What follows belongs to an exercise in optimizing a design on an open flow for small area; a production flow would make more cautious choices. In this exercise RTL edits were held to simulation tests only and were not proved equivalent to the original. The clock port is modelled as an ideal driver; clocking choices that lean on that would not hold on a real chip. Power figures rest on the tool's default switching activity, not on a simulated workload.

## run A
Design Mips, start of the top module:
module Mips (
    input clock,
    input reset,
    output [9:0] imem_addr,
    input [31:0] imem_data,
    output [9:0] dmem_addr,
    output [31:0] dmem_wdata,
    output dmem_we,
    input [31:0] dmem_rdata
);
clock: 15.0 ns
lec_check: 0
cap_margin: 20
core_margin: 2
core_utilization: 55
slew_margin: 20
standard.sh (not shown) runs the stock make flow with config.mk's settings and CLKGATE_MAP_FILE= SYNTH_SCRIPT=/design/flow/synth_recipe.tcl, a recipe that flattens the netlist after the stock synthesis.
==> flow/flow/run.sh <==
#!/bin/bash
# Own layout flow: the standard ORFS flow (standard.sh) with
#  - the standard synthesis script, except that Yosys extracts only full
#    adders (no half adders) and ABC maps with an area-oriented script
#    (flow/area.abc);
#    registers, their names and cells are those of the standard synthesis;
#  - port buffers of the smallest buffer cell;
#  - CTS without dummy loads, with larger sink clusters.
# Every tool's output goes to the ORFS logs under orfs/logs and to own_flow.log.
set -euo pipefail
HERE=$(pwd)
S=$FLOW_HOME/scripts/synth.tcl
sed -e 's|^  extract_fa {\*}\[dont_use_extract_fa_args\]$|  extract_fa -fa|' \
    -e "s|^  log_cmd abc {\*}\$abc_args\$|  set abc_args [lreplace \$abc_args 1 1 $HERE/flow/area.abc]\n  log_cmd abc {*}\$abc_args|" \
    "$S" > own_synth.tcl
grep -q '^  extract_fa -fa$' own_synth.tcl
grep -q 'flow/area.abc' own_synth.tcl
sed "s|source \$::env(SCRIPTS_DIR)/synth.tcl|source $HERE/own_synth.tcl|" synth_recipe.tcl > own_synth_recipe.tcl
grep -q own_synth.tcl own_synth_recipe.tcl
sed "s|SYNTH_SCRIPT=[^ ]*|SYNTH_SCRIPT=$HERE/own_synth_recipe.tcl|" standard.sh > own_standard.sh
grep -q own_synth_recipe.tcl own_standard.sh
export BUFFER_PORTS_ARGS="-buffer_cell sky130_fd_sc_hd__buf_1"
export CTS_ARGS="-sink_clustering_enable -repair_clock_nets -sink_clustering_size 40 -sink_clustering_max_diameter 70 -buf_list sky130_fd_sc_hd__clkbuf_16 -dont_use_dummy_load"
bash own_standard.sh > own_flow.log 2>&1
==> flow/flow/area.abc <==
strash
dch -f
amap
topo
The following lists how run B was set up differently from run A:
-- flow/flow/run.sh --
<<< run A, line 8
#  - CTS without dummy loads, with larger sink clusters.
>>> run B, line 8
#  - CTS without dummy loads, with larger sink clusters, and lightly loaded
#    leaf clock buffers downsized afterwards (flow/post_cts.tcl).
<<< run A, line 23
export CTS_ARGS="-sink_clustering_enable -repair_clock_nets -sink_clustering_size 40 -sink_clustering_max_diameter 70 -buf_list sky130_fd_sc_hd__clkbuf_16 -dont_use_dummy_load"
>>> run B, line 24
export CTS_ARGS="-sink_clustering_enable -repair_clock_nets -sink_clustering_size 36 -sink_clustering_max_diameter 60 -buf_list sky130_fd_sc_hd__clkbuf_16 -dont_use_dummy_load"
export POST_CTS_TCL=$HERE/flow/post_cts.tcl
==> flow/flow/post_cts.tcl (new file) <==
set slew_limit 0.095
proc leaf_worst_slew { loads } {
  estimate_parasitics -placement
  set worst 0.0
  foreach p $loads {
    set s [get_property $p slew_max]
    if { $s > $worst } { set worst $s }
  }
  return $worst
}
set saved 0
foreach inst [get_cells -hierarchical clkbuf_leaf_*] {
  if { [get_property $inst ref_name] ne "sky130_fd_sc_hd__clkbuf_16" } { continue }
  set out [get_pins -of_objects $inst -filter "direction == output"]
  set loads [get_pins -of_objects [get_nets -of_objects $out] -filter "direction == input"]
  foreach cand { sky130_fd_sc_hd__clkbuf_4 sky130_fd_sc_hd__clkbuf_8 } {
    replace_cell $inst $cand
    set w [leaf_worst_slew $loads]
    if { $w <= $slew_limit } {
      puts "post_cts: [get_full_name $inst] ([llength $loads] sinks) -> $cand, slew [format %.3f $w] ns"
      incr saved
      break
    }
    replace_cell $inst sky130_fd_sc_hd__clkbuf_16
  }
}
estimate_parasitics -placement
puts "post_cts: downsized $saved leaf clock buffers"
-- flow/config.mk --
<<< run A, line 10
export CORE_UTILIZATION = 55
>>> run B, line 10
export CORE_UTILIZATION = 60
## What came out
Compared with run A, run B shows a higher final cycle utilization of the critical path. Run B — count of clock-net buffers in the final layout 7 higher, run A as reference. Run B ran to completion and came out clean on the timing, design-rule and antenna checks. Run A closes out successfully: all stages finished, all timing, DRC and antenna checks passed. Diff run B and run A: total detailed-routing wirelength lower in run A.
Inputs modified between run B and run C:
-- flow/flow/run.sh --
<<< run B, line 8
#  - CTS without dummy loads, with larger sink clusters, and lightly loaded
#    leaf clock buffers downsized afterwards (flow/post_cts.tcl).
>>> run C, line 8
#  - CTS without dummy loads, with larger sink clusters.
<<< run B, line 25
export POST_CTS_TCL=$HERE/flow/post_cts.tcl
>>> run C, line 24
removed: flow/flow/post_cts.tcl
--- outcome ---
- Met2 wire length (run C vs. run B) increases slightly
- Comparing run C and run B, the lower core utilization was measured on run B.
- On run C: detailed-route wire length on metal 1 is 0.98% higher than what run B gave.
- Of run C and run B, the higher switching component of the power belongs to run C.
- Total met3 wirelength after detailed routing ends up lower on run C.
- Reported for run C and run B, synthesized cell count turned out identical to the last digit.
- Compared with run B, in run C signed area change from the synthesized netlist to the final layout picked up an extra 0.42 points, clock network power share picked up an extra 0.9 points, routed wire length neither gained nor lost much, share of final layout cell area taken by clock buffers and inverters picked up an extra 0.36 points.
- Each of the runs, namely run C and run B, reached the end of the flow and came out clean.
- Diff run B..run C | total track usage | negligible
The following lists how run D was set up differently from run C:
-- flow/flow/run.sh --
<<< run C, line 23
export CTS_ARGS="-sink_clustering_enable -repair_clock_nets -sink_clustering_size 36 -sink_clustering_max_diameter 60 -buf_list sky130_fd_sc_hd__clkbuf_16 -dont_use_dummy_load"
>>> run D, line 23
export CTS_ARGS="-sink_clustering_enable -repair_clock_nets -sink_clustering_size 40 -sink_clustering_max_diameter 60 -buf_list sky130_fd_sc_hd__clkbuf_16 -dont_use_dummy_load"
-- flow/config.mk --
<<< run C, line 10
export CORE_UTILIZATION = 60
>>> run D, line 10
export CORE_UTILIZATION = 50
### Flow results
Run D has completed all stages; timing, DRC and antenna checks passed. Going from run C to run D, wire length per cell down about 5.6%, via-per-instance ratio fell 5.0%, clock network latency to the later pin of the worst-skew pair level.

static timing again, ports no longer ideal:
The flow's constraints put no driver on any port. The routed layouts listed below were extracted and timed again, unchanged, in two steps.
Step 1: set_driving_cell puts a clkbuf_16 on clock and a buf_2 on each other input, an assumption about the parent block.
Step 2 times the ports against the registers' clock, not the clock port: input delays grow and output delays shrink by t, the midpoint of the rising clock arrivals with the driver on.
Three values: ideal ports, drivers, drivers and shift; two values: the first two.
| run | t, ns | slack for setup (ns) | worst setup path at the end |
|---|---|---|---|
| run A | 0.639 | 5.114 / 5.114 / 5.114 | register to register |
| run B | 0.636 | 4.982 / 4.982 / 4.982 | register to register |
| run C | 0.643 | 5.074 / 5.074 / 5.074 | register to register |
| run D | 0.652 | 4.531 / 4.531 / 4.531 | register to register |
After both steps setup and hold are still met in every run listed.
